What follows belongs to an exercise in optimizing a design on an open flow for small area and a short achievable clock period; a production flow would make more cautious choices. At most, simulation tests tie the RTL to the original design; equivalence was not proved. The RTL of run 4 was laid out without a check of its function. The flow treats the clock pin as an ideal source, which a real chip does not have. No activity file was given, so power comes from the tool's default toggle rates.

===== design/flow/config.mk =====
export PLATFORM = sky130hd
export DESIGN_NAME = Parameterized_ALU
export DESIGN_NICKNAME = Parameterized_ALU
export VERILOG_FILES = /design/flow/design.v
export SDC_FILE = /design/flow/constraint.sdc
export NUM_CORES = 4
export LEC_CHECK = 0
export ABC_AREA = 1
export CAP_MARGIN = 20
export CORE_MARGIN = 2
export CORE_UTILIZATION = 40
export SLEW_MARGIN = 20

===== design/flow/constraint.sdc =====
create_clock -name core_clock -period 35.0 [get_ports {clk}]
set_input_delay 7.0000 -clock core_clock [delete_from_list [all_inputs] [get_ports {clk}]]
set_output_delay 7.0000 -clock core_clock [all_outputs]
set_load 0.01 [all_outputs]

===== design/flow/design.v =====
`timescale 1ns / 1ps
module Parameterized_ALU#(parameter N = 16)(
    input clk,
    input [N-1:0] A,
    input [N-1:0] B,
    input [3:0] ALU_Func,
    output reg [N-1:0] ALU_out,
    output reg Carry,
    output  Arith,
    output  Shift,
    output  CMP,
    output  Logic
    );
    wire arr  = (ALU_Func[3:1] == 3'b001);
    wire divm = arr & ALU_Func[0];
    wire mulm = arr & ~ALU_Func[0];
    wire addm = (ALU_Func == 4'b0000);
    wire [15:0] q, r;
    wire c;
    alu_muldiv u_md(.A(A), .B(B), .divm(divm), .mulm(mulm), .addm(addm), .Q(q), .R(r), .C(c));
    wire lt = ~c;
    wire eq = ~|(A ^ B);
    wire gt = c & ~eq;
    reg [3:0] tt;
    always @* begin
        case (ALU_Func)
            4'b0100: tt = 4'b1000;   
            4'b0101: tt = 4'b1110;   
            4'b0110: tt = 4'b0111;   
            4'b0111: tt = 4'b0001;   
            4'b1000: tt = 4'b0110;   
            4'b1001: tt = 4'b1001;   
            default: tt = 4'b0000;
        endcase
    end
    wire [15:0] lg;
    genvar gi;
    generate for (gi = 0; gi < 16; gi = gi + 1) begin : lut
        assign lg[gi] = tt[{A[gi], B[gi]}];
    end endgenerate
    wire sel_r  = (ALU_Func[3:2] == 2'b00) & ~divm;      
    wire inv_r  = ~ALU_Func[0];                          
    wire f_eq   = (ALU_Func == 4'b1010);
    wire f_gt   = (ALU_Func == 4'b1011);
    wire f_lt   = (ALU_Func == 4'b1100);
    wire f_shr  = (ALU_Func == 4'b1101);
    wire f_shl  = (ALU_Func == 4'b1110);
    wire f_cy   = (ALU_Func[3:1] == 3'b000);              
    always @(posedge clk) begin
        Carry <= f_cy & ~c;
        ALU_out <= ({16{sel_r}} & (r ^ {16{inv_r}}))
                 | ({16{divm}} & q)
                 | lg
                 | ({16{f_shr}} & {1'b0, A[15:1]})
                 | ({16{f_shl}} & {A[14:0], 1'b0})
                 | {14'b0, (f_gt & gt) | (f_lt & lt), (f_eq & eq) | (f_lt & lt)};
    end
    assign Arith = (ALU_Func[3:2] == 2'b00);
    assign Logic = (ALU_Func[3:2] == 2'b01) || (ALU_Func == 4'b1000) || (ALU_Func == 4'b1001);
    assign CMP   = (ALU_Func == 4'b1010) || (ALU_Func == 4'b1011) || (ALU_Func == 4'b1100);
    assign Shift = (ALU_Func == 4'b1101) || (ALU_Func == 4'b1110);
endmodule
module alu_muldiv(input [15:0] A, input [15:0] B, input divm, input mulm, input addm, output [15:0] Q, output [15:0] R, output C);
  wire [15:0] y = ~B;
  wire [15:0] q;
  wire [16:0] hiz;
  assign hiz[16] = 1'b1;
  genvar w;
  generate for (w = 15; w >= 1; w = w - 1) begin : hz
    assign hiz[w] = hiz[w+1] & ~B[w];
  end endgenerate
  wire [0:0] s1_t, s1_r;
  wire [1:0] s1_c;
  assign s1_c[0] = 1'b1;
  assign s1_t = (A[15] ^ addm) | mulm;
  generate for (w = 0; w < 1; w = w + 1) begin : c1
    assign s1_c[w+1] = (s1_t[w] & y[w]) | ((s1_t[w] | y[w]) & s1_c[w]);
  end endgenerate
  assign q[15] = hiz[1] & s1_c[1];
  wire ctl1 = (divm & q[15]) | (mulm & A[15]);
  assign s1_r = s1_t ^ ({1{ctl1}} & (y[0:0] ^ s1_c[0:0]));
  wire [1:0] s2_t, s2_r;
  wire [2:0] s2_c;
  assign s2_c[0] = 1'b1;
  assign s2_t = {s1_r, (A[14] ^ addm) | mulm};
  generate for (w = 0; w < 2; w = w + 1) begin : c2
    assign s2_c[w+1] = (s2_t[w] & y[w]) | ((s2_t[w] | y[w]) & s2_c[w]);
  end endgenerate
  assign q[14] = hiz[2] & s2_c[2];
  wire ctl2 = (divm & q[14]) | (mulm & A[14]);
  assign s2_r = s2_t ^ ({2{ctl2}} & (y[1:0] ^ s2_c[1:0]));
  wire [2:0] s3_t, s3_r;
  wire [3:0] s3_c;
  assign s3_c[0] = 1'b1;
  assign s3_t = {s2_r, (A[13] ^ addm) | mulm};
  generate for (w = 0; w < 3; w = w + 1) begin : c3
    assign s3_c[w+1] = (s3_t[w] & y[w]) | ((s3_t[w] | y[w]) & s3_c[w]);
  end endgenerate
  assign q[13] = hiz[3] & s3_c[3];
  wire ctl3 = (divm & q[13]) | (mulm & A[13]);
  assign s3_r = s3_t ^ ({3{ctl3}} & (y[2:0] ^ s3_c[2:0]));
  wire [3:0] s4_t, s4_r;
  wire [4:0] s4_c;
  assign s4_c[0] = 1'b1;
  assign s4_t = {s3_r, (A[12] ^ addm) | mulm};
  generate for (w = 0; w < 4; w = w + 1) begin : c4
    assign s4_c[w+1] = (s4_t[w] & y[w]) | ((s4_t[w] | y[w]) & s4_c[w]);
  end endgenerate
  assign q[12] = hiz[4] & s4_c[4];
  wire ctl4 = (divm & q[12]) | (mulm & A[12]);
  assign s4_r = s4_t ^ ({4{ctl4}} & (y[3:0] ^ s4_c[3:0]));
  wire [4:0] s5_t, s5_r;
  wire [5:0] s5_c;
  assign s5_c[0] = 1'b1;
  assign s5_t = {s4_r, (A[11] ^ addm) | mulm};
  generate for (w = 0; w < 5; w = w + 1) begin : c5
    assign s5_c[w+1] = (s5_t[w] & y[w]) | ((s5_t[w] | y[w]) & s5_c[w]);
  end endgenerate
  assign q[11] = hiz[5] & s5_c[5];
  wire ctl5 = (divm & q[11]) | (mulm & A[11]);
  assign s5_r = s5_t ^ ({5{ctl5}} & (y[4:0] ^ s5_c[4:0]));
  wire [5:0] s6_t, s6_r;
  wire [6:0] s6_c;
  assign s6_c[0] = 1'b1;
  assign s6_t = {s5_r, (A[10] ^ addm) | mulm};
  generate for (w = 0; w < 6; w = w + 1) begin : c6
    assign s6_c[w+1] = (s6_t[w] & y[w]) | ((s6_t[w] | y[w]) & s6_c[w]);
  end endgenerate
  assign q[10] = hiz[6] & s6_c[6];
  wire ctl6 = (divm & q[10]) | (mulm & A[10]);
  assign s6_r = s6_t ^ ({6{ctl6}} & (y[5:0] ^ s6_c[5:0]));
  wire [6:0] s7_t, s7_r;
  wire [7:0] s7_c;
  assign s7_c[0] = 1'b1;
  assign s7_t = {s6_r, (A[9] ^ addm) | mulm};
  generate for (w = 0; w < 7; w = w + 1) begin : c7
    assign s7_c[w+1] = (s7_t[w] & y[w]) | ((s7_t[w] | y[w]) & s7_c[w]);
  end endgenerate
  assign q[9] = hiz[7] & s7_c[7];
  wire ctl7 = (divm & q[9]) | (mulm & A[9]);
  assign s7_r = s7_t ^ ({7{ctl7}} & (y[6:0] ^ s7_c[6:0]));
  wire [7:0] s8_t, s8_r;
  wire [8:0] s8_c;
  assign s8_c[0] = 1'b1;
  assign s8_t = {s7_r, (A[8] ^ addm) | mulm};
  generate for (w = 0; w < 8; w = w + 1) begin : c8
    assign s8_c[w+1] = (s8_t[w] & y[w]) | ((s8_t[w] | y[w]) & s8_c[w]);
  end endgenerate
  assign q[8] = hiz[8] & s8_c[8];
  wire ctl8 = (divm & q[8]) | (mulm & A[8]);
  assign s8_r = s8_t ^ ({8{ctl8}} & (y[7:0] ^ s8_c[7:0]));
  wire [8:0] s9_t, s9_r;
  wire [9:0] s9_c;
  assign s9_c[0] = 1'b1;
  assign s9_t = {s8_r, (A[7] ^ addm) | mulm};
  generate for (w = 0; w < 9; w = w + 1) begin : c9
    assign s9_c[w+1] = (s9_t[w] & y[w]) | ((s9_t[w] | y[w]) & s9_c[w]);
  end endgenerate
  assign q[7] = hiz[9] & s9_c[9];
  wire ctl9 = (divm & q[7]) | (mulm & A[7]);
  assign s9_r = s9_t ^ ({9{ctl9}} & (y[8:0] ^ s9_c[8:0]));
  wire [9:0] s10_t, s10_r;
  wire [10:0] s10_c;
  assign s10_c[0] = 1'b1;
  assign s10_t = {s9_r, (A[6] ^ addm) | mulm};
  generate for (w = 0; w < 10; w = w + 1) begin : c10
    assign s10_c[w+1] = (s10_t[w] & y[w]) | ((s10_t[w] | y[w]) & s10_c[w]);
  end endgenerate
  assign q[6] = hiz[10] & s10_c[10];
  wire ctl10 = (divm & q[6]) | (mulm & A[6]);
  assign s10_r = s10_t ^ ({10{ctl10}} & (y[9:0] ^ s10_c[9:0]));
  wire [10:0] s11_t, s11_r;
  wire [11:0] s11_c;
  assign s11_c[0] = 1'b1;
  assign s11_t = {s10_r, (A[5] ^ addm) | mulm};
  wire [10:0] s11_g = s11_t & y[10:0];
  wire [10:0] s11_p = s11_t | y[10:0];
  wire s11_n1_g = s11_g[1] | (s11_p[1] & s11_p[0]);
  wire s11_n2_g = s11_g[3] | (s11_p[3] & s11_g[2]);
  wire s11_n2_p = s11_p[3] & s11_p[2];
  wire s11_n3_g = s11_g[5] | (s11_p[5] & s11_g[4]);
  wire s11_n3_p = s11_p[5] & s11_p[4];
  wire s11_n4_g = s11_g[7] | (s11_p[7] & s11_g[6]);
  wire s11_n4_p = s11_p[7] & s11_p[6];
  wire s11_n5_g = s11_g[9] | (s11_p[9] & s11_g[8]);
  wire s11_n5_p = s11_p[9] & s11_p[8];
  wire s11_n6_g = s11_n2_g | (s11_n2_p & s11_n1_g);
  wire s11_n7_g = s11_n4_g | (s11_n4_p & s11_n3_g);
  wire s11_n7_p = s11_n4_p & s11_n3_p;
  wire s11_n8_g = s11_n7_g | (s11_n7_p & s11_n6_g);
  wire s11_n9_g = s11_n3_g | (s11_n3_p & s11_n6_g);
  wire s11_n10_g = s11_n5_g | (s11_n5_p & s11_n8_g);
  wire s11_n11_g = s11_g[2] | (s11_p[2] & s11_n1_g);
  wire s11_n12_g = s11_g[4] | (s11_p[4] & s11_n6_g);
  wire s11_n13_g = s11_g[6] | (s11_p[6] & s11_n9_g);
  wire s11_n14_g = s11_g[8] | (s11_p[8] & s11_n8_g);
  wire s11_n15_g = s11_g[10] | (s11_p[10] & s11_n10_g);
  assign s11_c[1] = s11_p[0];
  assign s11_c[2] = s11_n1_g;
  assign s11_c[3] = s11_n11_g;
  assign s11_c[4] = s11_n6_g;
  assign s11_c[5] = s11_n12_g;
  assign s11_c[6] = s11_n9_g;
  assign s11_c[7] = s11_n13_g;
  assign s11_c[8] = s11_n8_g;
  assign s11_c[9] = s11_n14_g;
  assign s11_c[10] = s11_n10_g;
  assign s11_c[11] = s11_n15_g;
  assign q[5] = hiz[11] & s11_c[11];
  wire ctl11 = (divm & q[5]) | (mulm & A[5]);
  assign s11_r = s11_t ^ ({11{ctl11}} & (y[10:0] ^ s11_c[10:0]));
  wire [11:0] s12_t, s12_r;
  wire [12:0] s12_c;
  assign s12_c[0] = 1'b1;
  assign s12_t = {s11_r, (A[4] ^ addm) | mulm};
  wire [11:0] s12_g = s12_t & y[11:0];
  wire [11:0] s12_p = s12_t | y[11:0];
  wire s12_n1_g = s12_g[1] | (s12_p[1] & s12_p[0]);
  wire s12_n2_g = s12_g[3] | (s12_p[3] & s12_g[2]);
  wire s12_n2_p = s12_p[3] & s12_p[2];
  wire s12_n3_g = s12_g[5] | (s12_p[5] & s12_g[4]);
  wire s12_n3_p = s12_p[5] & s12_p[4];
  wire s12_n4_g = s12_g[7] | (s12_p[7] & s12_g[6]);
  wire s12_n4_p = s12_p[7] & s12_p[6];
  wire s12_n5_g = s12_g[9] | (s12_p[9] & s12_g[8]);
  wire s12_n5_p = s12_p[9] & s12_p[8];
  wire s12_n6_g = s12_g[11] | (s12_p[11] & s12_g[10]);
  wire s12_n6_p = s12_p[11] & s12_p[10];
  wire s12_n7_g = s12_n2_g | (s12_n2_p & s12_n1_g);
  wire s12_n8_g = s12_n4_g | (s12_n4_p & s12_n3_g);
  wire s12_n8_p = s12_n4_p & s12_n3_p;
  wire s12_n9_g = s12_n6_g | (s12_n6_p & s12_n5_g);
  wire s12_n9_p = s12_n6_p & s12_n5_p;
  wire s12_n10_g = s12_n8_g | (s12_n8_p & s12_n7_g);
  wire s12_n11_g = s12_n9_g | (s12_n9_p & s12_n10_g);
  wire s12_n12_g = s12_n3_g | (s12_n3_p & s12_n7_g);
  wire s12_n13_g = s12_n5_g | (s12_n5_p & s12_n10_g);
  wire s12_n14_g = s12_g[2] | (s12_p[2] & s12_n1_g);
  wire s12_n15_g = s12_g[4] | (s12_p[4] & s12_n7_g);
  wire s12_n16_g = s12_g[6] | (s12_p[6] & s12_n12_g);
  wire s12_n17_g = s12_g[8] | (s12_p[8] & s12_n10_g);
  wire s12_n18_g = s12_g[10] | (s12_p[10] & s12_n13_g);
  assign s12_c[1] = s12_p[0];
  assign s12_c[2] = s12_n1_g;
  assign s12_c[3] = s12_n14_g;
  assign s12_c[4] = s12_n7_g;
  assign s12_c[5] = s12_n15_g;
  assign s12_c[6] = s12_n12_g;
  assign s12_c[7] = s12_n16_g;
  assign s12_c[8] = s12_n10_g;
  assign s12_c[9] = s12_n17_g;
  assign s12_c[10] = s12_n13_g;
  assign s12_c[11] = s12_n18_g;
  assign s12_c[12] = s12_n11_g;
  assign q[4] = hiz[12] & s12_c[12];
  wire ctl12 = (divm & q[4]) | (mulm & A[4]);
  assign s12_r = s12_t ^ ({12{ctl12}} & (y[11:0] ^ s12_c[11:0]));
  wire [12:0] s13_t, s13_r;
  wire [13:0] s13_c;
  assign s13_c[0] = 1'b1;
  assign s13_t = {s12_r, (A[3] ^ addm) | mulm};
  wire [12:0] s13_g = s13_t & y[12:0];
  wire [12:0] s13_p = s13_t | y[12:0];
  wire s13_n1_g = s13_g[1] | (s13_p[1] & s13_p[0]);
  wire s13_n2_g = s13_g[3] | (s13_p[3] & s13_g[2]);
  wire s13_n2_p = s13_p[3] & s13_p[2];
  wire s13_n3_g = s13_g[5] | (s13_p[5] & s13_g[4]);
  wire s13_n3_p = s13_p[5] & s13_p[4];
  wire s13_n4_g = s13_g[7] | (s13_p[7] & s13_g[6]);
  wire s13_n4_p = s13_p[7] & s13_p[6];
  wire s13_n5_g = s13_g[9] | (s13_p[9] & s13_g[8]);
  wire s13_n5_p = s13_p[9] & s13_p[8];
  wire s13_n6_g = s13_g[11] | (s13_p[11] & s13_g[10]);
  wire s13_n6_p = s13_p[11] & s13_p[10];
  wire s13_n7_g = s13_n2_g | (s13_n2_p & s13_n1_g);
  wire s13_n8_g = s13_n4_g | (s13_n4_p & s13_n3_g);
  wire s13_n8_p = s13_n4_p & s13_n3_p;
  wire s13_n9_g = s13_n6_g | (s13_n6_p & s13_n5_g);
  wire s13_n9_p = s13_n6_p & s13_n5_p;
  wire s13_n10_g = s13_n8_g | (s13_n8_p & s13_n7_g);
  wire s13_n11_g = s13_n9_g | (s13_n9_p & s13_n10_g);
  wire s13_n12_g = s13_n3_g | (s13_n3_p & s13_n7_g);
  wire s13_n13_g = s13_n5_g | (s13_n5_p & s13_n10_g);
  wire s13_n14_g = s13_g[2] | (s13_p[2] & s13_n1_g);
  wire s13_n15_g = s13_g[4] | (s13_p[4] & s13_n7_g);
  wire s13_n16_g = s13_g[6] | (s13_p[6] & s13_n12_g);
  wire s13_n17_g = s13_g[8] | (s13_p[8] & s13_n10_g);
  wire s13_n18_g = s13_g[10] | (s13_p[10] & s13_n13_g);
  wire s13_n19_g = s13_g[12] | (s13_p[12] & s13_n11_g);
  assign s13_c[1] = s13_p[0];
  assign s13_c[2] = s13_n1_g;
  assign s13_c[3] = s13_n14_g;
  assign s13_c[4] = s13_n7_g;
  assign s13_c[5] = s13_n15_g;
  assign s13_c[6] = s13_n12_g;
  assign s13_c[7] = s13_n16_g;
  assign s13_c[8] = s13_n10_g;
  assign s13_c[9] = s13_n17_g;
  assign s13_c[10] = s13_n13_g;
  assign s13_c[11] = s13_n18_g;
  assign s13_c[12] = s13_n11_g;
  assign s13_c[13] = s13_n19_g;
  assign q[3] = hiz[13] & s13_c[13];
  wire ctl13 = (divm & q[3]) | (mulm & A[3]);
  assign s13_r = s13_t ^ ({13{ctl13}} & (y[12:0] ^ s13_c[12:0]));
  wire [13:0] s14_t, s14_r;
  wire [14:0] s14_c;
  assign s14_c[0] = 1'b1;
  assign s14_t = {s13_r, (A[2] ^ addm) | mulm};
  wire [13:0] s14_g = s14_t & y[13:0];
  wire [13:0] s14_p = s14_t | y[13:0];
  wire s14_n1_g = s14_g[1] | (s14_p[1] & s14_p[0]);
  wire s14_n2_g = s14_g[3] | (s14_p[3] & s14_g[2]);
  wire s14_n2_p = s14_p[3] & s14_p[2];
  wire s14_n3_g = s14_g[5] | (s14_p[5] & s14_g[4]);
  wire s14_n3_p = s14_p[5] & s14_p[4];
  wire s14_n4_g = s14_g[7] | (s14_p[7] & s14_g[6]);
  wire s14_n4_p = s14_p[7] & s14_p[6];
  wire s14_n5_g = s14_g[9] | (s14_p[9] & s14_g[8]);
  wire s14_n5_p = s14_p[9] & s14_p[8];
  wire s14_n6_g = s14_g[11] | (s14_p[11] & s14_g[10]);
  wire s14_n6_p = s14_p[11] & s14_p[10];
  wire s14_n7_g = s14_g[13] | (s14_p[13] & s14_g[12]);
  wire s14_n7_p = s14_p[13] & s14_p[12];
  wire s14_n8_g = s14_n2_g | (s14_n2_p & s14_n1_g);
  wire s14_n9_g = s14_n4_g | (s14_n4_p & s14_n3_g);
  wire s14_n9_p = s14_n4_p & s14_n3_p;
  wire s14_n10_g = s14_n6_g | (s14_n6_p & s14_n5_g);
  wire s14_n10_p = s14_n6_p & s14_n5_p;
  wire s14_n11_g = s14_n9_g | (s14_n9_p & s14_n8_g);
  wire s14_n12_g = s14_n10_g | (s14_n10_p & s14_n11_g);
  wire s14_n13_g = s14_n3_g | (s14_n3_p & s14_n8_g);
  wire s14_n14_g = s14_n5_g | (s14_n5_p & s14_n11_g);
  wire s14_n15_g = s14_n7_g | (s14_n7_p & s14_n12_g);
  wire s14_n16_g = s14_g[2] | (s14_p[2] & s14_n1_g);
  wire s14_n17_g = s14_g[4] | (s14_p[4] & s14_n8_g);
  wire s14_n18_g = s14_g[6] | (s14_p[6] & s14_n13_g);
  wire s14_n19_g = s14_g[8] | (s14_p[8] & s14_n11_g);
  wire s14_n20_g = s14_g[10] | (s14_p[10] & s14_n14_g);
  wire s14_n21_g = s14_g[12] | (s14_p[12] & s14_n12_g);
  assign s14_c[1] = s14_p[0];
  assign s14_c[2] = s14_n1_g;
  assign s14_c[3] = s14_n16_g;
  assign s14_c[4] = s14_n8_g;
  assign s14_c[5] = s14_n17_g;
  assign s14_c[6] = s14_n13_g;
  assign s14_c[7] = s14_n18_g;
  assign s14_c[8] = s14_n11_g;
  assign s14_c[9] = s14_n19_g;
  assign s14_c[10] = s14_n14_g;
  assign s14_c[11] = s14_n20_g;
  assign s14_c[12] = s14_n12_g;
  assign s14_c[13] = s14_n21_g;
  assign s14_c[14] = s14_n15_g;
  assign q[2] = hiz[14] & s14_c[14];
  wire ctl14 = (divm & q[2]) | (mulm & A[2]);
  assign s14_r = s14_t ^ ({14{ctl14}} & (y[13:0] ^ s14_c[13:0]));
  wire [14:0] s15_t, s15_r;
  wire [15:0] s15_c;
  assign s15_c[0] = 1'b1;
  assign s15_t = {s14_r, (A[1] ^ addm) | mulm};
  wire [14:0] s15_g = s15_t & y[14:0];
  wire [14:0] s15_p = s15_t | y[14:0];
  wire s15_n1_g = s15_g[1] | (s15_p[1] & s15_p[0]);
  wire s15_n2_g = s15_g[3] | (s15_p[3] & s15_g[2]);
  wire s15_n2_p = s15_p[3] & s15_p[2];
  wire s15_n3_g = s15_g[5] | (s15_p[5] & s15_g[4]);
  wire s15_n3_p = s15_p[5] & s15_p[4];
  wire s15_n4_g = s15_g[7] | (s15_p[7] & s15_g[6]);
  wire s15_n4_p = s15_p[7] & s15_p[6];
  wire s15_n5_g = s15_g[9] | (s15_p[9] & s15_g[8]);
  wire s15_n5_p = s15_p[9] & s15_p[8];
  wire s15_n6_g = s15_g[11] | (s15_p[11] & s15_g[10]);
  wire s15_n6_p = s15_p[11] & s15_p[10];
  wire s15_n7_g = s15_g[13] | (s15_p[13] & s15_g[12]);
  wire s15_n7_p = s15_p[13] & s15_p[12];
  wire s15_n8_g = s15_n2_g | (s15_n2_p & s15_n1_g);
  wire s15_n9_g = s15_n4_g | (s15_n4_p & s15_n3_g);
  wire s15_n9_p = s15_n4_p & s15_n3_p;
  wire s15_n10_g = s15_n6_g | (s15_n6_p & s15_n5_g);
  wire s15_n10_p = s15_n6_p & s15_n5_p;
  wire s15_n11_g = s15_n9_g | (s15_n9_p & s15_n8_g);
  wire s15_n12_g = s15_n10_g | (s15_n10_p & s15_n11_g);
  wire s15_n13_g = s15_n3_g | (s15_n3_p & s15_n8_g);
  wire s15_n14_g = s15_n5_g | (s15_n5_p & s15_n11_g);
  wire s15_n15_g = s15_n7_g | (s15_n7_p & s15_n12_g);
  wire s15_n16_g = s15_g[2] | (s15_p[2] & s15_n1_g);
  wire s15_n17_g = s15_g[4] | (s15_p[4] & s15_n8_g);
  wire s15_n18_g = s15_g[6] | (s15_p[6] & s15_n13_g);
  wire s15_n19_g = s15_g[8] | (s15_p[8] & s15_n11_g);
  wire s15_n20_g = s15_g[10] | (s15_p[10] & s15_n14_g);
  wire s15_n21_g = s15_g[12] | (s15_p[12] & s15_n12_g);
  wire s15_n22_g = s15_g[14] | (s15_p[14] & s15_n15_g);
  assign s15_c[1] = s15_p[0];
  assign s15_c[2] = s15_n1_g;
  assign s15_c[3] = s15_n16_g;
  assign s15_c[4] = s15_n8_g;
  assign s15_c[5] = s15_n17_g;
  assign s15_c[6] = s15_n13_g;
  assign s15_c[7] = s15_n18_g;
  assign s15_c[8] = s15_n11_g;
  assign s15_c[9] = s15_n19_g;
  assign s15_c[10] = s15_n14_g;
  assign s15_c[11] = s15_n20_g;
  assign s15_c[12] = s15_n12_g;
  assign s15_c[13] = s15_n21_g;
  assign s15_c[14] = s15_n15_g;
  assign s15_c[15] = s15_n22_g;
  assign q[1] = hiz[15] & s15_c[15];
  wire ctl15 = (divm & q[1]) | (mulm & A[1]);
  assign s15_r = s15_t ^ ({15{ctl15}} & (y[14:0] ^ s15_c[14:0]));
  wire [15:0] s16_t, s16_r;
  wire [16:0] s16_c;
  assign s16_c[0] = 1'b1;
  assign s16_t = {s15_r, (A[0] ^ addm) | mulm};
  wire [15:0] s16_g = s16_t & y[15:0];
  wire [15:0] s16_p = s16_t | y[15:0];
  wire s16_n1_g = s16_g[1] | (s16_p[1] & s16_p[0]);
  wire s16_n2_g = s16_g[3] | (s16_p[3] & s16_g[2]);
  wire s16_n2_p = s16_p[3] & s16_p[2];
  wire s16_n3_g = s16_g[5] | (s16_p[5] & s16_g[4]);
  wire s16_n3_p = s16_p[5] & s16_p[4];
  wire s16_n4_g = s16_g[7] | (s16_p[7] & s16_g[6]);
  wire s16_n4_p = s16_p[7] & s16_p[6];
  wire s16_n5_g = s16_g[9] | (s16_p[9] & s16_g[8]);
  wire s16_n5_p = s16_p[9] & s16_p[8];
  wire s16_n6_g = s16_g[11] | (s16_p[11] & s16_g[10]);
  wire s16_n6_p = s16_p[11] & s16_p[10];
  wire s16_n7_g = s16_g[13] | (s16_p[13] & s16_g[12]);
  wire s16_n7_p = s16_p[13] & s16_p[12];
  wire s16_n8_g = s16_g[15] | (s16_p[15] & s16_g[14]);
  wire s16_n8_p = s16_p[15] & s16_p[14];
  wire s16_n9_g = s16_n2_g | (s16_n2_p & s16_n1_g);
  wire s16_n10_g = s16_n4_g | (s16_n4_p & s16_n3_g);
  wire s16_n10_p = s16_n4_p & s16_n3_p;
  wire s16_n11_g = s16_n6_g | (s16_n6_p & s16_n5_g);
  wire s16_n11_p = s16_n6_p & s16_n5_p;
  wire s16_n12_g = s16_n8_g | (s16_n8_p & s16_n7_g);
  wire s16_n12_p = s16_n8_p & s16_n7_p;
  wire s16_n13_g = s16_n10_g | (s16_n10_p & s16_n9_g);
  wire s16_n14_g = s16_n12_g | (s16_n12_p & s16_n11_g);
  wire s16_n14_p = s16_n12_p & s16_n11_p;
  wire s16_n15_g = s16_n14_g | (s16_n14_p & s16_n13_g);
  wire s16_n16_g = s16_n11_g | (s16_n11_p & s16_n13_g);
  wire s16_n17_g = s16_n3_g | (s16_n3_p & s16_n9_g);
  wire s16_n18_g = s16_n5_g | (s16_n5_p & s16_n13_g);
  wire s16_n19_g = s16_n7_g | (s16_n7_p & s16_n16_g);
  wire s16_n20_g = s16_g[2] | (s16_p[2] & s16_n1_g);
  wire s16_n21_g = s16_g[4] | (s16_p[4] & s16_n9_g);
  wire s16_n22_g = s16_g[6] | (s16_p[6] & s16_n17_g);
  wire s16_n23_g = s16_g[8] | (s16_p[8] & s16_n13_g);
  wire s16_n24_g = s16_g[10] | (s16_p[10] & s16_n18_g);
  wire s16_n25_g = s16_g[12] | (s16_p[12] & s16_n16_g);
  wire s16_n26_g = s16_g[14] | (s16_p[14] & s16_n19_g);
  assign s16_c[1] = s16_p[0];
  assign s16_c[2] = s16_n1_g;
  assign s16_c[3] = s16_n20_g;
  assign s16_c[4] = s16_n9_g;
  assign s16_c[5] = s16_n21_g;
  assign s16_c[6] = s16_n17_g;
  assign s16_c[7] = s16_n22_g;
  assign s16_c[8] = s16_n13_g;
  assign s16_c[9] = s16_n23_g;
  assign s16_c[10] = s16_n18_g;
  assign s16_c[11] = s16_n24_g;
  assign s16_c[12] = s16_n16_g;
  assign s16_c[13] = s16_n25_g;
  assign s16_c[14] = s16_n19_g;
  assign s16_c[15] = s16_n26_g;
  assign s16_c[16] = s16_n15_g;
  assign q[0] = hiz[16] & s16_c[16];
  wire ctl16 = A[0] | ~mulm;
  assign s16_r = s16_t ^ ({16{ctl16}} & (y[15:0] ^ s16_c[15:0]));
  assign Q = q;
  assign R = s16_r;
  assign C = s16_c[16];
endmodule

===== design/flow/flow/run.sh =====
#!/bin/bash
# The standard layout, with the port buffers made of sky130_fd_sc_hd__buf_2 cells
# (the standard flow picks clkdlybuf4s50_1; every port still gets its buffer), and one more
# timing repair after clock tree synthesis (flow/resize_cts.tcl).
set -euo pipefail
export BUFFER_PORTS_ARGS="-buffer_cell sky130_fd_sc_hd__buf_2"
bash standard.sh cts > standard_cts.log 2>&1
openroad -no_init -exit flow/resize_cts.tcl > resize_cts.log 2>&1
touch orfs/results/sky130hd/Parameterized_ALU/base/4_cts.sdc
bash standard.sh > standard.log 2>&1

===== design/flow/flow/resize_cts.tcl =====
# After clock tree synthesis: size up and buffer the slowest paths a little further than
# the standard flow's flow does (about 1 ns more setup slack at the design's clock period), then
# legalise the placement again. Registers keep their cell types (sizing only).
set results orfs/results/sky130hd/Parameterized_ALU/base
read_liberty $::env(FLOW_HOME)/platforms/sky130hd/lib/sky130_fd_sc_hd__tt_025C_1v80.lib
read_db $results/4_cts.odb
read_sdc $results/4_cts.sdc
source $::env(FLOW_HOME)/platforms/sky130hd/setRC.tcl
set_dont_use [list sky130_fd_sc_hd__probe_p_8 sky130_fd_sc_hd__probec_p_8 sky130_fd_sc_hd__lpflow_*]
estimate_parasitics -placement
set ws [expr [sta::worst_slack_cmd max] * 1e9]
puts "worst setup slack before: $ws ns"
report_design_area
repair_timing -setup -setup_margin [expr $ws + 1.0] -sequence "unbuffer,sizeup,swap,buffer" -repair_tns 100
detailed_placement
check_placement -verbose
estimate_parasitics -placement
puts "worst setup slack after: [expr [sta::worst_slack_cmd max] * 1e9] ns"
report_design_area
write_db $results/4_cts.odb

===== design/flow/standard.sh =====
#!/bin/bash
# synth_recipe.tcl (not shown) runs the flow's synth.tcl, then flattens the netlist and writes it again
# the make line also repeats each setting of config.mk as NAME=value (left out here)
make -C /OpenROAD-flow-scripts/flow DESIGN_CONFIG=/design/flow/config.mk WORK_HOME=/design/flow/orfs CLKGATE_MAP_FILE= SYNTH_SCRIPT=/design/flow/synth_recipe.tcl "${@:-finish}"

==> results of run 1 <==
-- worst max-delay path by stage --
stage | startpoint | end | slack [ps] | depth (start not counted)
after floorplan | ALU_Func[0] | ALU_out[1] | 13860 | 168
after global placement | B[3] | ALU_out[9] | 10050 | 167
after detailed placement | B[3] | ALU_out[9] | 9710 | 171
after CTS | B[3] | ALU_out[9] | 9940 | 171
after global routing | ALU_Func[0] | ALU_out[9] | 8510 | 178
final | ALU_Func[0] | ALU_out[9] | 10760 | 177
-- kinds of logic after synthesis --
| kind of cell | count (synthesis) | share of synthesized area |
|---|---|---|
| DFF | 17 | 0.0337 |
| and+or+nand+nor | 1222 | 0.594 |
| buffers and inverters | 307 | 0.173 |
| xor gates and xnor gates | 134 | 0.125 |
| AOI/OAI and AO/OA | 123 | 0.0749 |
-- per-layer routing --
| metal | wire [um] | GRT usage | share of wire |
|---|---|---|---|
| met5 | 11 | 0 | 0.00034 |
| met2 | 14500 | 0.397 | 0.44 |
| met1 | 14900 | 0.334 | 0.46 |
| met4 | 864 | 0.0619 | 0.026 |
| met3 | 2380 | 0.0267 | 0.073 |
-- synth_stat cells, types with 11 or more instances --
master      n  share of area
nand2_1   584           0.22
nand3_1   238           0.12
inv_1     207          0.077
nor2_1    117          0.044
xor2_1    117           0.10
nand2_2   115          0.071
nand3_2    71          0.070
o21ai_0    39          0.019
clkbuf_8   30          0.041
buf_6      21          0.023
nor3_1     20         0.0099
nand2_4    19          0.021
inv_2      18         0.0067
dfxtp_1    17          0.034
o21ai_1    16         0.0079
a21oi_1    15         0.0074
o22ai_1    13         0.0081
nor2_2     11         0.0068
xor2_2     11          0.018
-- flip-flops by register name, indices dropped and copies added, names as in the netlist --
name     cells
ALU_out     16
Carry        1
-- power groups by stage --
stage / registers, mW / logic [mW] / clock network, mW
CTS: 0.0238 / 0.203 / 0.0250
finish: 0.0237 / 0.206 / 0.0247
global placement: 0.0241 / 0.200 / 0
floorplan: 0.0259 / 0.162 / 0
global route: 0.0240 / 0.231 / 0.0259
detailed placement: 0.0242 / 0.202 / 0
-- cell type report --
cell class | instances | area, um^2 | area share
timing repair buffer | 70 | 395 | 0.0386
clock inverter | 1 | 5.00 | 0.000488
clock buffer | 3 | 75.1 | 0.00733
sequential | 17 | 340 | 0.0332
antenna | 1 | 2.50 | 0.000244
inverter | 237 | 920 | 0.0897
tap | 330 | 413 | 0.0403
multi-input combinational | 1479 | 8100 | 0.790
-- stage by stage --
stage          hold WS, ps  power [mW]
6_report              7080       0.254
5_1_grt               7090       0.281
4_1_cts               7070       0.251
3_5_place_dp          7340       0.226
3_3_place_gp          7340       0.225
2_1_floorplan         7160       0.188
==> summary.md, run 1 <==
| Metric | Value |
|---|---|
| CTS Root Cell | clkbuf_16 |
| Vias | 11,243 |
| Cell Area, Placed | 0.0100 mm^2 |
| Syn Area/Cell | 5.59 um^2 |
| IO buf count | 57 |
| Share of the yosys chip area belonging to registers | 0.0337 |
| Clk pwr share | 0.097 |
| Tcrit/Tclk final | 0.692 |
| Total Routed Length | 32,600 um |
| Starting Density | 0.404 |
| Clock slew at reported path FFs | 70 ps |
| DRC | 0 |
| Hold wc startpoint | ALU_Func[1] |
| WP data required | 35,110 ps |
| Vias in the first global route | 9,997 |
| Post-route cell area | 0.0102 mm^2 |
| Critical Path Max Stage Delay | 460 ps |
| Final setup margin | 10,760 ps |
| TritonCTS clock tree | done |
| Post-DRT Antenna Nets | 0 |
| P&R area growth vs syn | 1.60% |
| Synthesized area | 0.0101 mm^2 |
| EDFF count, synth | 0 |
| Largest net degree at the start of global routing | 43 |
| Initial antenna violation count | 3 |
| Post-Synthesis Cells | 1,803 |
| Layout Nets | 1,845 |
| CTS Buf Count | 3 |
| Worst setup EP type | register |
| Syn nets | 1,840 |
| Total setup buffers inserted after CTS | 0 |
| First-pass GRT wire length | 51,500 um |
| Netlist cell types | 61 |
| Min Tclk post-route | 24,240 ps |
| CP max FO | 31 |
| Post-Layout Cell Count | 2,138 |
| Crit Path Class | input pin to register |
| Vias per inst | 5.26 |
| CTS Buffer Depth | 2 |
| CP top delay family | simple AND/OR/NAND/NOR gates |
| Psw | 0.151 mW |
| Sequential share of power | 0.093 |
| P_int | 0.104 mW |
| CP Buf/Inv Count | 11 |
| Achievable Freq | 41.3 MHz |
| Final Setup Violations | 0 |
| Post_cts resized | 0 |
| CTS H-tree lvls | 1 |
| Run status | timing/DRC/antenna clean |
| Clock Sinks | 17 |
| Final Hold Viols | 0 |
| Worst endpoint data arrival time | 24,350 ps |
| Max cap viols | 0 |
| Static Leakage | 5.43 nW |
| HP Class | input pin to register |
| WHS Endpoint | Carry |
| Dpl cells | 2,132 |
| Core area | 0.0250 mm^2 |
| Pre-Repair DR Iteration Count | 5 |
| Die H | 163 um |
| Critical path's most frequent cell | nand2_1 |
| Number of placement rows | 58 |
| Switching Share | 0.592 |
| Share of layout cells above drive strength 1 | 0.194 |
| Placer Congestion | 0.915 |
| Setup Slack @ Placement | 9710 ps |
| Comb pwr share | 0.810 |
| Initial DRC Count | 922 |
| Worst slew pin tran | 915 ps |
| Final Util | 0.411 |
| Detailed Place HPWL | 24,800 um |
| Commonest non-fill, non-tap cells in the layout | nand2_1 (583), nand3_1 (238), inv_1 (206) |
| Worst Hold Depth | 2 |
| TNS Setup | 0 ps |
| Top_reg_cell synth | dfxtp_1 |
| Peak supply drop | 17.0 uV |
| Worst setup SP type | input pin |
| Ports | 58 |
| Slew headroom | 0.387 |
| DR WL/cell | 15.3 um |
| Fill count | 2,785 |
| GRT overflow | 0 |
| Hold_buf cts | 0 |
| Pwr Density | 24.8 mW/mm^2 |
| Die W | 163 um |
| Commonest non-fill, non-tap cell in the layout | nand2_1 |
| Ys async rst share | 0 |
| Slowest CP cell | o211ai_1 |
| Die area | 0.0265 mm^2 |
| #FFs+latches synth | 17 |
| Synthesis warning total | 1 |
| RSZ-0062 raised after global routing | false |
| Total track usage | 0.241 |
| Pins Over Slew Limit | 0 |
==> run 2: changes to the inputs <==
--- a/design/flow/config.mk
+++ b/design/flow/config.mk
@@ -10,3 +10,4 @@
 export CORE_MARGIN = 2
-export CORE_UTILIZATION = 40
+export CORE_UTILIZATION = 60
+export PLACE_DENSITY = 0.75
 export SLEW_MARGIN = 20
==> summary.md, run 2 <==
| Metric | Value |
|---|---|
| Yosys top cell area share | 0.217 (unchanged) |
| WP data required | 35,070 ps (was 35,110 ps) |
| Syn nets | 1,840 (unchanged) |
| Post_cts resized | 0 (unchanged) |
| Tcrit/Tclk final | 0.684 (was 0.692) |
| Detailed Place HPWL | 23,500 um (was 24,800 um) |
| Clock Sinks | 17 (unchanged) |
| Ports | 58 (unchanged) |
| Achievable Freq | 41.8 MHz (was 41.3 MHz) |
| # diodes | 0 (was 1) |
| Placer Congestion | 1.01 (was 0.915) |
| FF+latch area | 340 um^2 (unchanged) |
| DRC | 0 (unchanged) |
| Crit Path Class | input pin to register (unchanged) |
| Ys async rst share | 0 (unchanged) |
| Largest register FFs | 16 (unchanged) |
| Commonest non-fill, non-tap cell in the layout | nand2_1 (unchanged) |
| Starting Density | 0.610 (was 0.404) |
| Number of placement rows | 47 (was 58) |
| Critical Path Max Stage Delay | 390 ps (was 460 ps) |
| Leading post-synthesis cells by cell area | nand2_1 (22%), nand3_1 (12%), xor2_1 (10%) (unchanged) |
| P_int | 0.104 mW (about the same) |
| Clk pwr share | 0.101 (was 0.097) |
| Die area | 0.0179 mm^2 (was 0.0265 mm^2) |
| HP Class | input pin to register (unchanged) |
| Worst slew pin tran | 1040 ps (was 915 ps) |
| Peak supply drop | 18.4 uV (was 17.0 uV) |
| Worst setup SP type | input pin (unchanged) |
| Synthesis warning total | 1 (unchanged) |
| Slowest CP cell | o21ai_0 (was o211ai_1) |
| DR WL/cell | 15.4 um (was 15.3 um) |
| #FFs+latches synth | 17 (unchanged) |
| CTS H-tree lvls | 1 (unchanged) |
| Critical path's most frequent cell | nand2_1 (unchanged) |
| TritonCTS clock tree | done (unchanged) |
| Top_reg_cell synth | dfxtp_1 (unchanged) |
| Max cap viols | 0 (unchanged) |
| CTS Buf Count | 3 (unchanged) |
| Total Routed Length | 31,300 um (was 32,600 um) |
| Post-DRT Antenna Nets | 0 (unchanged) |
| Final Hold Viols | 0 (unchanged) |
| Fill count | 1,704 (was 2,785) |
| Yosys top cell by area | nand2_1 (unchanged) |
| Count leader, synth | nand2_1 (unchanged) |
| Vias per inst | 5.58 (was 5.26) |
| Top reg by flops | ALU_out (unchanged) |
| Slew headroom | 0.298 (was 0.387) |
| Core area | 0.0165 mm^2 (was 0.0250 mm^2) |
| Pre-Repair DR Iteration Count | 8 (was 5) |
| Synth top cells by count | nand2_1 (584), nand3_1 (238), inv_1 (207) (unchanged) |
| RSZ-0062 raised after global routing | false (unchanged) |
| Psw | 0.152 mW (was 0.151 mW) |
| P&R area growth vs syn | 0.459% (was 1.60%) |
| Vias | 11,328 (was 11,243) |
| Share of layout cells above drive strength 1 | 0.196 (was 0.194) |
| Die W | 134 um (was 163 um) |
| Final Setup Violations | 0 (unchanged) |
| CTS Root Cell | clkbuf_16 (unchanged) |
| IO buf count | 57 (unchanged) |
| Post-Synthesis Cells | 1,803 (unchanged) |
| Vias in the first global route | 10,192 (was 9,997) |
| Pins Over Slew Limit | 0 (unchanged) |
| Initial DRC Count | 965 (was 922) |
| Comb pwr share | 0.806 (was 0.810) |
| Syn Area/Cell | 5.59 um^2 (unchanged) |
| Clock slew at reported path FFs | 70 ps (about the same) |
| Run status | timing/DRC/antenna clean (unchanged) |
| Biggest regs | ALU_out: 16 flops, Carry: 1 flops (unchanged) |
| TNS Setup | 0 ps (unchanged) |
| Worst setup EP type | register (unchanged) |
| Switching Share | 0.593 (was 0.592) |
| EDFF count, synth | 0 (unchanged) |
| First-pass GRT wire length | 50,300 um (was 51,500 um) |
| CP max FO | 28 (was 31) |
| Total track usage | 0.346 (was 0.241) |
| Synthesized area | 0.0101 mm^2 (unchanged) |
| Share of the yosys chip area belonging to registers | 0.0337 (unchanged) |
| Pwr Density | 25.3 mW/mm^2 (was 24.8 mW/mm^2) |
| Die H | 134 um (was 163 um) |
| Commonest non-fill, non-tap cells in the layout | nand2_1 (583), nand3_1 (238), inv_1 (206) (unchanged) |
| Static Leakage | 5.44 nW (was 5.43 nW) |
| GRT overflow | 0 (unchanged) |
| Largest net degree at the start of global routing | 43 (unchanged) |
| Sequential share of power | 0.093 (about the same) |
| Final Util | 0.613 (was 0.411) |
| Min Tclk post-route | 23,950 ps (was 24,240 ps) |
| Netlist cell types | 61 (unchanged) |
| Area of the multi-input gates | 0.00810 mm^2 (about the same) |
| Worst endpoint data arrival time | 24,020 ps (was 24,350 ps) |
| Initial antenna violation count | 0 (was 3) |
| CTS Buffer Depth | 2 (unchanged) |
| Total setup buffers inserted after CTS | 0 (unchanged) |
| Hold_buf cts | 0 (unchanged) |
| Layout Nets | 1,847 (was 1,845) |
[run 2: cell counts after synthesis]
No cell type changed its count.
[run 2: final timing paths]
path	from	to	slack [ps]	depth (start not counted)
worst max-delay path	B[3]	ALU_out[4]	11050	164
worst min-delay path	ALU_Func[1]	Carry	7070	2
[run 2: power groups by stage]
stage	clock, mW	combinational, mW	sequential [mW]
2_1_floorplan	0	0.162	0.0259
3_3_place_gp	0	0.198	0.0243
3_5_place_dp	0	0.200	0.0243
4_1_cts	0.0256	0.201	0.0239
5_1_grt	0.0264	0.230	0.0241
6_report	0.0258	0.206	0.0239
[run 2: metrics by stage]
stage / worst slack, ps / cell area (um^2) / total power, mW / cells / hold slack (ps)
after floorplan: 13860 / 10100 / 0.188 / 1803 / 7160
after global placement: 10480 / 9920 / 0.222 / 2024 / 7340
after detailed placement: 10100 / 9920 / 0.224 / 2024 / 7340
after CTS: 10310 / 10000 / 0.251 / 2028 / 7070
after global routing: 9040 / 10100 / 0.281 / 2029 / 7080
final: 11050 / 10100 / 0.256 / 2029 / 7070
[run 2: cell families (layout without fill, tap and decap cells)]
kind of cell | Yosys count | after routing | synth area share
simple gates | 1222 | 1222 | 0.594
buf+inv | 307 | 313 | 0.173
xor+xnor | 134 | 134 | 0.125
flops | 17 | 17 | 0.0337
compound gates | 123 | 123 | 0.0749
[run 2: routing by layer]
metal | share of wire | GRT usage | vias up
li1 | - | - | 5697
met1 | 0.43 | 0.465 | 5045
met2 | 0.44 | 0.562 | 485
met3 | 0.092 | 0.0495 | 101
met4 | 0.040 | 0.129 | 0
met5 | 0 | 0 | -
[run 2: critical path: cells and delay by family]
family,cells,cell delay (ps)
simple gates,145,13430
buf+inv,9,1160
xor+xnor,7,1540
compound gates,3,780
[run 2: final cells by class]
class,count,area share
Clock buffer,3,0.00741
Timing Repair Buffer,72,0.0406
Clock inverter,1,0.000494
Multi-Input combinational cell,1479,0.800
Sequential cell,17,0.0336
Tap cell,220,0.0272
Inverter,237,0.0911
==> run 3: changes to the inputs <==
--- a/design/flow/flow/resize_cts.tcl
+++ b/design/flow/flow/resize_cts.tcl
@@ -1,3 +1,3 @@
 # After clock tree synthesis: size up and buffer the slowest paths a little further than
-# the standard flow's flow does (about 1 ns more setup slack at the design's clock period), then
+# the standard flow's flow does (about 1.3 ns more setup slack at the design's clock period), then
 # legalise the placement again. Registers keep their cell types (sizing only).
@@ -13,3 +13,3 @@
 report_design_area
-repair_timing -setup -setup_margin [expr $ws + 1.0] -sequence "unbuffer,sizeup,swap,buffer" -repair_tns 100
+repair_timing -setup -setup_margin [expr $ws + 1.3] -sequence "unbuffer,sizeup,swap,buffer" -repair_tns 100
 detailed_placement
==> summary.md, run 3 <==
| Metric | Value |
|---|---|
| Post-DRT Antenna Nets | 0 (unchanged) |
| Pins Over Slew Limit | 0 (unchanged) |
| Top reg by flops | ALU_out (unchanged) |
| Clock slew at reported path FFs | 70 ps (about the same) |
| Run status | timing/DRC/antenna clean (unchanged) |
| Layout Nets | 1,857 (was 1,847) |
| Power, Total | 0.261 mW (was 0.256 mW) |
| Synthesized area | 0.0101 mm^2 (unchanged) |
| Commonest non-fill, non-tap cell in the layout | nand2_1 (unchanged) |
| GRT overflow | 0 (unchanged) |
| Post-Synthesis Cells | 1,803 (unchanged) |
| Commonest non-fill, non-tap cells in the layout | nand2_1 (577), nand3_1 (235), inv_1 (206) (was nand2_1 (583), nand3_1 (238), inv_1 (206)) |
| Pre-Repair DR Iteration Count | 8 (unchanged) |
| Detailed Place HPWL | 23,500 um (unchanged) |
| TritonCTS clock tree | done (unchanged) |
| P&R area growth vs syn | 2.53% (was 0.459%) |
| CTS H-tree lvls | 1 (unchanged) |
| Post_cts resized | 0 (unchanged) |
| Biggest regs | ALU_out: 16 flops, Carry: 1 flops (unchanged) |
| Post-route cell area | 0.0103 mm^2 (was 0.0101 mm^2) |
| CTS Buffer Depth | 2 (unchanged) |
| First-pass GRT wire length | 50,900 um (was 50,300 um) |
| Crit Path Class | input pin to register (unchanged) |
| Achievable Freq | 42.2 MHz (was 41.8 MHz) |
| Synthesis warning total | 1 (unchanged) |
| Total track usage | 0.351 (was 0.346) |
| Yosys top cell by area | nand2_1 (unchanged) |
| # diodes | 0 (unchanged) |
| Syn nets | 1,840 (unchanged) |
| Number of placement rows | 47 (unchanged) |
| Final Util | 0.626 (was 0.613) |
| Largest register FFs | 16 (unchanged) |
| Core area | 0.0165 mm^2 (unchanged) |
| CTS Root Cell | clkbuf_16 (unchanged) |
| Worst endpoint data arrival time | 23,810 ps (was 24,020 ps) |
| Ports | 58 (unchanged) |
| Slowest CP cell | o211ai_1 (was o21ai_0) |
| Worst setup SP type | input pin (unchanged) |
| Worst slew pin tran | 891 ps (was 1040 ps) |
| Vias in the first global route | 10,323 (was 10,192) |
| Worst setup EP type | register (unchanged) |
| #FFs+latches synth | 17 (unchanged) |
| Slew headroom | 0.398 (was 0.298) |
| CTS Buf Count | 3 (unchanged) |
| Yosys top cell area share | 0.217 (unchanged) |
| Die W | 134 um (unchanged) |
| Share of layout cells above drive strength 1 | 0.208 (was 0.196) |
| RSZ-0062 raised after global routing | false (unchanged) |
| Synth top cells by count | nand2_1 (584), nand3_1 (238), inv_1 (207) (unchanged) |
| Critical Path Max Stage Delay | 360 ps (was 390 ps) |
| Starting Density | 0.610 (unchanged) |
| Max cap viols | 0 (unchanged) |
| Total Routed Length | 31,600 um (was 31,300 um) |
| CP max FO | 28 (unchanged) |
| Die area | 0.0179 mm^2 (unchanged) |
| Critical path's most frequent cell | nand2_2 (was nand2_1) |
| DR WL/cell | 15.5 um (was 15.4 um) |
| Ys async rst share | 0 (unchanged) |
| Final Setup Violations | 0 (unchanged) |
| Static Leakage | 5.53 nW (was 5.44 nW) |
| Initial antenna violation count | 0 (unchanged) |
| Netlist cell types | 61 (unchanged) |
| Hold_buf cts | 0 (unchanged) |
| Largest net degree at the start of global routing | 43 (unchanged) |
| Cell Area, Placed | 0.00992 mm^2 (unchanged) |
| EDFF count, synth | 0 (unchanged) |
| Share of the yosys chip area belonging to registers | 0.0337 (unchanged) |
| Syn Area/Cell | 5.59 um^2 (unchanged) |
| Peak supply drop | 18.8 uV (was 18.4 uV) |
| Tcrit/Tclk final | 0.676 (was 0.684) |
| Initial DRC Count | 1,026 (was 965) |
| IO buf count | 57 (unchanged) |
| TNS Setup | 0 ps (unchanged) |
| DRC | 0 (unchanged) |
| Min Tclk post-route | 23,670 ps (was 23,950 ps) |
| Final Hold Viols | 0 (unchanged) |
| Count leader, synth | nand2_1 (unchanged) |
| WP data required | 35,130 ps (was 35,070 ps) |
| Leading post-synthesis cells by cell area | nand2_1 (22%), nand3_1 (12%), xor2_1 (10%) (unchanged) |
| Pwr Density | 25.2 mW/mm^2 (was 25.3 mW/mm^2) |
| HP Class | input pin to register (unchanged) |
| Vias | 11,355 (was 11,328) |
| Die H | 134 um (unchanged) |
| Vias per inst | 5.57 (was 5.58) |
| Top_reg_cell synth | dfxtp_1 (unchanged) |
| Placer Congestion | 1.01 (unchanged) |
| Total setup buffers inserted after CTS | 0 (unchanged) |
| Clock Sinks | 17 (unchanged) |
[run 3: changes by cell type in the layout (fill, tap and decap cells not counted), sizes merged]
cell,previous run,this run
buf,71,81
[run 3: cells by family after synthesis]
group / share of synthesized area
xor gates and xnor gates: 0.125
DFF: 0.0337
buffers and inverters: 0.173
and+or+nand+nor: 0.594
AOI/OAI and AO/OA: 0.0749
[run 3: power by group]
part / internal (mW) / leakage (nW) / switching [mW]
registers: 0.0228 / 0.142 / 0.00113
clock network: 0.0154 / 0.0409 / 0.0108
logic: 0.0684 / 5.34 / 0.142
total: 0.107 / 5.53 / 0.154
[run 3: path summary, 6_finish.rpt]
kind	slack, ps	cells past startpoint	to	from
max	11330	180	ALU_out[9]	B[3]
min	7040	2	Carry	ALU_Func[1]
[run 3: layout make-up]
type | count | area (um^2)
Fill cell | 1672 | 6180
Clock buffer | 3 | 75.1
Sequential cell | 17 | 340
Clock inverter | 1 | 5.00
Timing Repair Buffer | 82 | 515
Tap cell | 220 | 275
Inverter | 237 | 928
Multi-Input combinational cell | 1479 | 8200
[run 3: through the flow]
step                hold WS [ps]  setup slack, ps  std cells
finish                      7040            11330       2039
global route                7050             9330       2039
CTS                         7070            10310       2028
detailed placement          7340            10100       2024
global placement            7340            10480       2024
floorplan                   7160            13860       1803
[run 3: worst max-delay path, delay by kind of cell]
family                 cells  cell delay [ps]
XOR/XNOR                   4              790
AND/OR/NAND/NOR          167            14740
buffers and inverters      8              880
AO/OA/AOI/OAI              1              360
[run 3: metal layers]
metal  global-route usage  up-vias  part of all wire
met3               0.0491      100              0.10
met5                    0        -                 0
met4                0.142        0             0.041
met2                0.567      494              0.44
li1                     -     5719                 -
met1                0.470     5042              0.42
==> run 4: changes to the inputs <==
--- a/design/flow/design.v
+++ b/design/flow/design.v
@@ -51,3 +51,3 @@
         ALU_out <= ({16{sel_r}} & (r ^ {16{inv_r}}))
-                 | ({16{divm}} & q)
+                 | q
                  | lg
@@ -66,3 +66,3 @@
   wire [16:0] hiz;
-  assign hiz[16] = 1'b1;
+  assign hiz[16] = divm;   
   genvar w;
@@ -79,3 +79,3 @@
   assign q[15] = hiz[1] & s1_c[1];
-  wire ctl1 = (divm & q[15]) | (mulm & A[15]);
+  wire ctl1 = q[15] | (mulm & A[15]);
   assign s1_r = s1_t ^ ({1{ctl1}} & (y[0:0] ^ s1_c[0:0]));
@@ -89,3 +89,3 @@
   assign q[14] = hiz[2] & s2_c[2];
-  wire ctl2 = (divm & q[14]) | (mulm & A[14]);
+  wire ctl2 = q[14] | (mulm & A[14]);
   assign s2_r = s2_t ^ ({2{ctl2}} & (y[1:0] ^ s2_c[1:0]));
@@ -99,3 +99,3 @@
   assign q[13] = hiz[3] & s3_c[3];
-  wire ctl3 = (divm & q[13]) | (mulm & A[13]);
+  wire ctl3 = q[13] | (mulm & A[13]);
   assign s3_r = s3_t ^ ({3{ctl3}} & (y[2:0] ^ s3_c[2:0]));
@@ -109,3 +109,3 @@
   assign q[12] = hiz[4] & s4_c[4];
-  wire ctl4 = (divm & q[12]) | (mulm & A[12]);
+  wire ctl4 = q[12] | (mulm & A[12]);
   assign s4_r = s4_t ^ ({4{ctl4}} & (y[3:0] ^ s4_c[3:0]));
@@ -119,3 +119,3 @@
   assign q[11] = hiz[5] & s5_c[5];
-  wire ctl5 = (divm & q[11]) | (mulm & A[11]);
+  wire ctl5 = q[11] | (mulm & A[11]);
   assign s5_r = s5_t ^ ({5{ctl5}} & (y[4:0] ^ s5_c[4:0]));
@@ -129,3 +129,3 @@
   assign q[10] = hiz[6] & s6_c[6];
-  wire ctl6 = (divm & q[10]) | (mulm & A[10]);
+  wire ctl6 = q[10] | (mulm & A[10]);
   assign s6_r = s6_t ^ ({6{ctl6}} & (y[5:0] ^ s6_c[5:0]));
@@ -139,3 +139,3 @@
   assign q[9] = hiz[7] & s7_c[7];
-  wire ctl7 = (divm & q[9]) | (mulm & A[9]);
+  wire ctl7 = q[9] | (mulm & A[9]);
   assign s7_r = s7_t ^ ({7{ctl7}} & (y[6:0] ^ s7_c[6:0]));
@@ -149,3 +149,3 @@
   assign q[8] = hiz[8] & s8_c[8];
-  wire ctl8 = (divm & q[8]) | (mulm & A[8]);
+  wire ctl8 = q[8] | (mulm & A[8]);
   assign s8_r = s8_t ^ ({8{ctl8}} & (y[7:0] ^ s8_c[7:0]));
@@ -159,3 +159,3 @@
   assign q[7] = hiz[9] & s9_c[9];
-  wire ctl9 = (divm & q[7]) | (mulm & A[7]);
+  wire ctl9 = q[7] | (mulm & A[7]);
   assign s9_r = s9_t ^ ({9{ctl9}} & (y[8:0] ^ s9_c[8:0]));
@@ -169,3 +169,3 @@
   assign q[6] = hiz[10] & s10_c[10];
-  wire ctl10 = (divm & q[6]) | (mulm & A[6]);
+  wire ctl10 = q[6] | (mulm & A[6]);
   assign s10_r = s10_t ^ ({10{ctl10}} & (y[9:0] ^ s10_c[9:0]));
@@ -209,3 +209,3 @@
   assign q[5] = hiz[11] & s11_c[11];
-  wire ctl11 = (divm & q[5]) | (mulm & A[5]);
+  wire ctl11 = q[5] | (mulm & A[5]);
   assign s11_r = s11_t ^ ({11{ctl11}} & (y[10:0] ^ s11_c[10:0]));
@@ -255,3 +255,3 @@
   assign q[4] = hiz[12] & s12_c[12];
-  wire ctl12 = (divm & q[4]) | (mulm & A[4]);
+  wire ctl12 = q[4] | (mulm & A[4]);
   assign s12_r = s12_t ^ ({12{ctl12}} & (y[11:0] ^ s12_c[11:0]));
@@ -303,3 +303,3 @@
   assign q[3] = hiz[13] & s13_c[13];
-  wire ctl13 = (divm & q[3]) | (mulm & A[3]);
+  wire ctl13 = q[3] | (mulm & A[3]);
   assign s13_r = s13_t ^ ({13{ctl13}} & (y[12:0] ^ s13_c[12:0]));
@@ -355,3 +355,3 @@
   assign q[2] = hiz[14] & s14_c[14];
-  wire ctl14 = (divm & q[2]) | (mulm & A[2]);
+  wire ctl14 = q[2] | (mulm & A[2]);
   assign s14_r = s14_t ^ ({14{ctl14}} & (y[13:0] ^ s14_c[13:0]));
@@ -409,3 +409,3 @@
   assign q[1] = hiz[15] & s15_c[15];
-  wire ctl15 = (divm & q[1]) | (mulm & A[1]);
+  wire ctl15 = q[1] | (mulm & A[1]);
   assign s15_r = s15_t ^ ({15{ctl15}} & (y[14:0] ^ s15_c[14:0]));
--- a/design/flow/flow/resize_cts.tcl
+++ b/design/flow/flow/resize_cts.tcl
@@ -1,3 +1,3 @@
 # After clock tree synthesis: size up and buffer the slowest paths a little further than
-# the standard flow's flow does (about 1.3 ns more setup slack at the design's clock period), then
+# the standard flow's flow does (about 1 ns more setup slack at the design's clock period), then
 # legalise the placement again. Registers keep their cell types (sizing only).
@@ -13,3 +13,3 @@
 report_design_area
-repair_timing -setup -setup_margin [expr $ws + 1.3] -sequence "unbuffer,sizeup,swap,buffer" -repair_tns 100
+repair_timing -setup -setup_margin [expr $ws + 1.0] -sequence "unbuffer,sizeup,swap,buffer" -repair_tns 100
 detailed_placement
--- a/design/flow/config.mk
+++ b/design/flow/config.mk
@@ -10,4 +10,3 @@
 export CORE_MARGIN = 2
-export CORE_UTILIZATION = 60
-export PLACE_DENSITY = 0.75
+export CORE_UTILIZATION = 40
 export SLEW_MARGIN = 20
==> summary.md, run 4 <==
| Metric | Value |
|---|---|
| P&R area growth vs syn | 3.57% (was 2.53%) |
| Top reg by flops | ALU_out (unchanged) |
| Detailed Place HPWL | 24,300 um (was 23,500 um) |
| TNS Setup | 0 ps (unchanged) |
| Worst setup EP type | register (unchanged) |
| Commonest non-fill, non-tap cells in the layout | nand2_1 (587), nand3_1 (259), inv_1 (229) (was nand2_1 (577), nand3_1 (235), inv_1 (206)) |
| CP top delay family | simple AND/OR/NAND/NOR gates (unchanged) |
| Highest metal used | met4 (unchanged) |
| Critical path's most frequent cell | nand2_2 (unchanged) |
| Final Hold Viols | 0 (unchanged) |
| Worst hold slack | 7030 ps (was 7040 ps) |
| Starting Density | 0.405 (was 0.610) |
| Top_reg_cell synth | dfxtp_1 (unchanged) |
| Total setup buffers inserted after CTS | 0 (unchanged) |
| Commonest non-fill, non-tap cell in the layout | nand2_1 (unchanged) |
| Post-Layout Cell Count | 2,163 (was 2,039) |
| Ys async rst share | 0 (unchanged) |
| Yosys top cell by area | nand2_1 (unchanged) |
| Crit Path Class | input pin to register (unchanged) |
| Final setup margin | 10,930 ps (was 11,330 ps) |
| Wire length on met1 | 14,900 um (was 13,300 um) |
| Post-DRT Antenna Nets | 0 (unchanged) |
| Slew headroom | 0.444 (was 0.398) |
| Post-Synthesis Cells | 1,818 (was 1,803) |
| Synth top cells by count | nand2_1 (595), nand3_1 (263), inv_1 (231) (was nand2_1 (584), nand3_1 (238), inv_1 (207)) |
| Run status | timing/DRC/antenna clean (unchanged) |
| TritonCTS clock tree | done (unchanged) |
| Worst endpoint data arrival time | 24,140 ps (was 23,810 ps) |
| CP max FO | 28 (unchanged) |
| CTS H-tree lvls | 1 (unchanged) |
| Clock Sinks | 17 (unchanged) |
| Number of placement rows | 58 (was 47) |
| Largest register FFs | 16 (unchanged) |
| Total track usage | 0.239 (was 0.351) |
| Vias in the first global route | 10,301 (was 10,323) |
| Largest net degree at the start of global routing | 31 (was 43) |
| Clock slew at reported path FFs | 70 ps (about the same) |
| GRT overflow | 0 (unchanged) |
| Share of the yosys chip area belonging to registers | 0.0335 (was 0.0337) |
| Post-route cell area | 0.0105 mm^2 (was 0.0103 mm^2) |
| CTS Root Cell | clkbuf_16 (unchanged) |
| Peak supply drop | 18.8 uV (about the same) |
| Post_cts resized | 0 (unchanged) |
| Pins Over Slew Limit | 0 (unchanged) |
| Die W | 163 um (was 134 um) |
| Max cap viols | 0 (unchanged) |
| Worst slew pin tran | 833 ps (was 891 ps) |
| Achievable Freq | 41.6 MHz (was 42.2 MHz) |
| Critical Path Max Stage Delay | 500 ps (was 360 ps) |
| CTS Buf Count | 3 (unchanged) |
| CTS Buffer Depth | 2 (unchanged) |
| Synthesis warning total | 1 (unchanged) |
| Dpl cells | 2,145 (was 2,024) |
| Total Routed Length | 32,000 um (was 31,600 um) |
| Syn Area/Cell | 5.58 um^2 (was 5.59 um^2) |
| # diodes | 0 (unchanged) |
| Yosys top cell area share | 0.220 (was 0.217) |
| Biggest regs | ALU_out: 16 flops, Carry: 1 flops (unchanged) |
| Min Tclk post-route | 24,070 ps (was 23,670 ps) |
| Vias | 11,296 (was 11,355) |
| Met3 wire length | 1880 um (was 3260 um) |
| Worst setup SP type | input pin (unchanged) |
| Die area | 0.0267 mm^2 (was 0.0179 mm^2) |
| Setup Slack @ Placement | 9880 ps (was 10,100 ps) |
| #FFs+latches synth | 17 (unchanged) |
| EDFF count, synth | 0 (unchanged) |
| Leading post-synthesis cells by cell area | nand2_1 (22%), nand3_1 (13%), xor2_1 (11%) (was nand2_1 (22%), nand3_1 (12%), xor2_1 (10%)) |
| RSZ-0062 raised after global routing | false (unchanged) |
| DR WL/cell | 14.8 um (was 15.5 um) |
| Vias per inst | 5.22 (was 5.57) |
| Cell Area, Placed | 0.0101 mm^2 (was 0.00992 mm^2) |
| IO buf count | 57 (unchanged) |
| Netlist cell types | 65 (was 61) |
| Tcrit/Tclk final | 0.688 (was 0.676) |
| Count leader, synth | nand2_1 (unchanged) |
| Slowest CP cell | inv_1 (was o211ai_1) |
| Ports | 58 (unchanged) |
| Initial antenna violation count | 1 (was 0) |
| WP data required | 35,080 ps (was 35,130 ps) |
| Synthesized area | 0.0102 mm^2 (was 0.0101 mm^2) |
| Pwr Density | 25.4 mW/mm^2 (was 25.2 mW/mm^2) |
| CP Buf/Inv Count | 6 (was 8) |
| Syn nets | 1,855 (was 1,840) |
| Core area | 0.0250 mm^2 (was 0.0165 mm^2) |
| Final Setup Violations | 0 (unchanged) |
| Layout Nets | 1,871 (was 1,857) |
| Static Leakage | 5.68 nW (was 5.53 nW) |
| Placer Congestion | 0.958 (was 1.01) |
| Pre-Repair DR Iteration Count | 6 (was 8) |
| Hold_buf cts | 0 (unchanged) |
| Power, Total | 0.268 mW (was 0.261 mW) |
| DRC | 0 (unchanged) |
| Initial DRC Count | 869 (was 1,026) |
| Share of layout cells above drive strength 1 | 0.195 (was 0.208) |
| Routed met2 length | 14,500 um (was 13,800 um) |
| First-pass GRT wire length | 51,500 um (was 50,900 um) |
| Die H | 163 um (was 134 um) |
| HP Class | input pin to register (unchanged) |
| Final Util | 0.420 (was 0.626) |
## run 4: cell types whose count changed in the layout (fill, tap and decap cells not counted), moves of 7 or more
| cell | change |
|---|---|
| buf_4 | +7 |
| inv_1 | +23 |
| nand2_1 | +10 |
| nand2_2 | -12 |
| nand3_1 | +24 |
| nor2_1 | -28 |
| nor3_1 | -7 |
| xor2_1 | +9 |
## run 4: cell families after synthesis
family / synth area share
simple gates: 0.579
buf+inv: 0.181
xor+xnor: 0.129
compound gates: 0.0775
flops: 0.0335
## run 4: final cells by class
type,instances,area [um^2]
inverter,252,953
multi-input combinational,1476,8230
sequential,17,340
timing repair buffer,84,497
fill,2758,14500
clock buffer,4,78.8
tap,330,413
## run 4: worst paths after layout
kind,startpoint,to,depth (start not counted)
max,B[9],ALU_out[5],170
min,ALU_Func[1],Carry,2
## run 4: power breakdown
part           switching (mW)  internal [mW]  total, mW  leakage (nW)
clock network          0.0103         0.0156     0.0259        0.0382
registers             0.00110         0.0228     0.0240         0.142
logic                   0.146         0.0713      0.218          5.50
total                   0.158          0.110      0.268          5.68
## run 4: per-layer routing
layer / global-route usage / up-vias
met5: 0 / -
met1: 0.324 / 5120
met4: 0.0644 / 0
li1: - / 5766
met3: 0.0218 / 56
met2: 0.406 / 354

## port drivers added, routing unchanged
The flow's constraints put no driver on any port. The routed layouts listed below were extracted and timed again, unchanged, in two steps. Step 1: set_driving_cell puts a clkbuf_16 on clk and a buf_2 on each other input, an assumption about the parent block. Step 2 adds t to the input delays and takes it off the output delays; t is the mean of the earliest and latest rising clock arrival at the registers after step 1. Input paths then give back, and output paths get back, about the clock's delay inside the block. a / b / c = ideal ports / drivers / drivers and shift; a / b = the first two.
run	t, ns	slack for setup (ns)	worst setup path after step 2
run 1	0.283	10.764 / 10.765 / 10.481	input to register
run 2	0.287	11.054 / 11.062 / 10.775	input to register
run 3	0.288	11.326 / 11.335 / 11.046	input to register
run 4	0.292	10.934 / 10.933 / 10.641	input to register
After both steps every run listed still meets setup and hold. For run 4, which loses most, drivers alone change the setup slack by -0.001 ns; drivers and shift together by -0.293 ns.
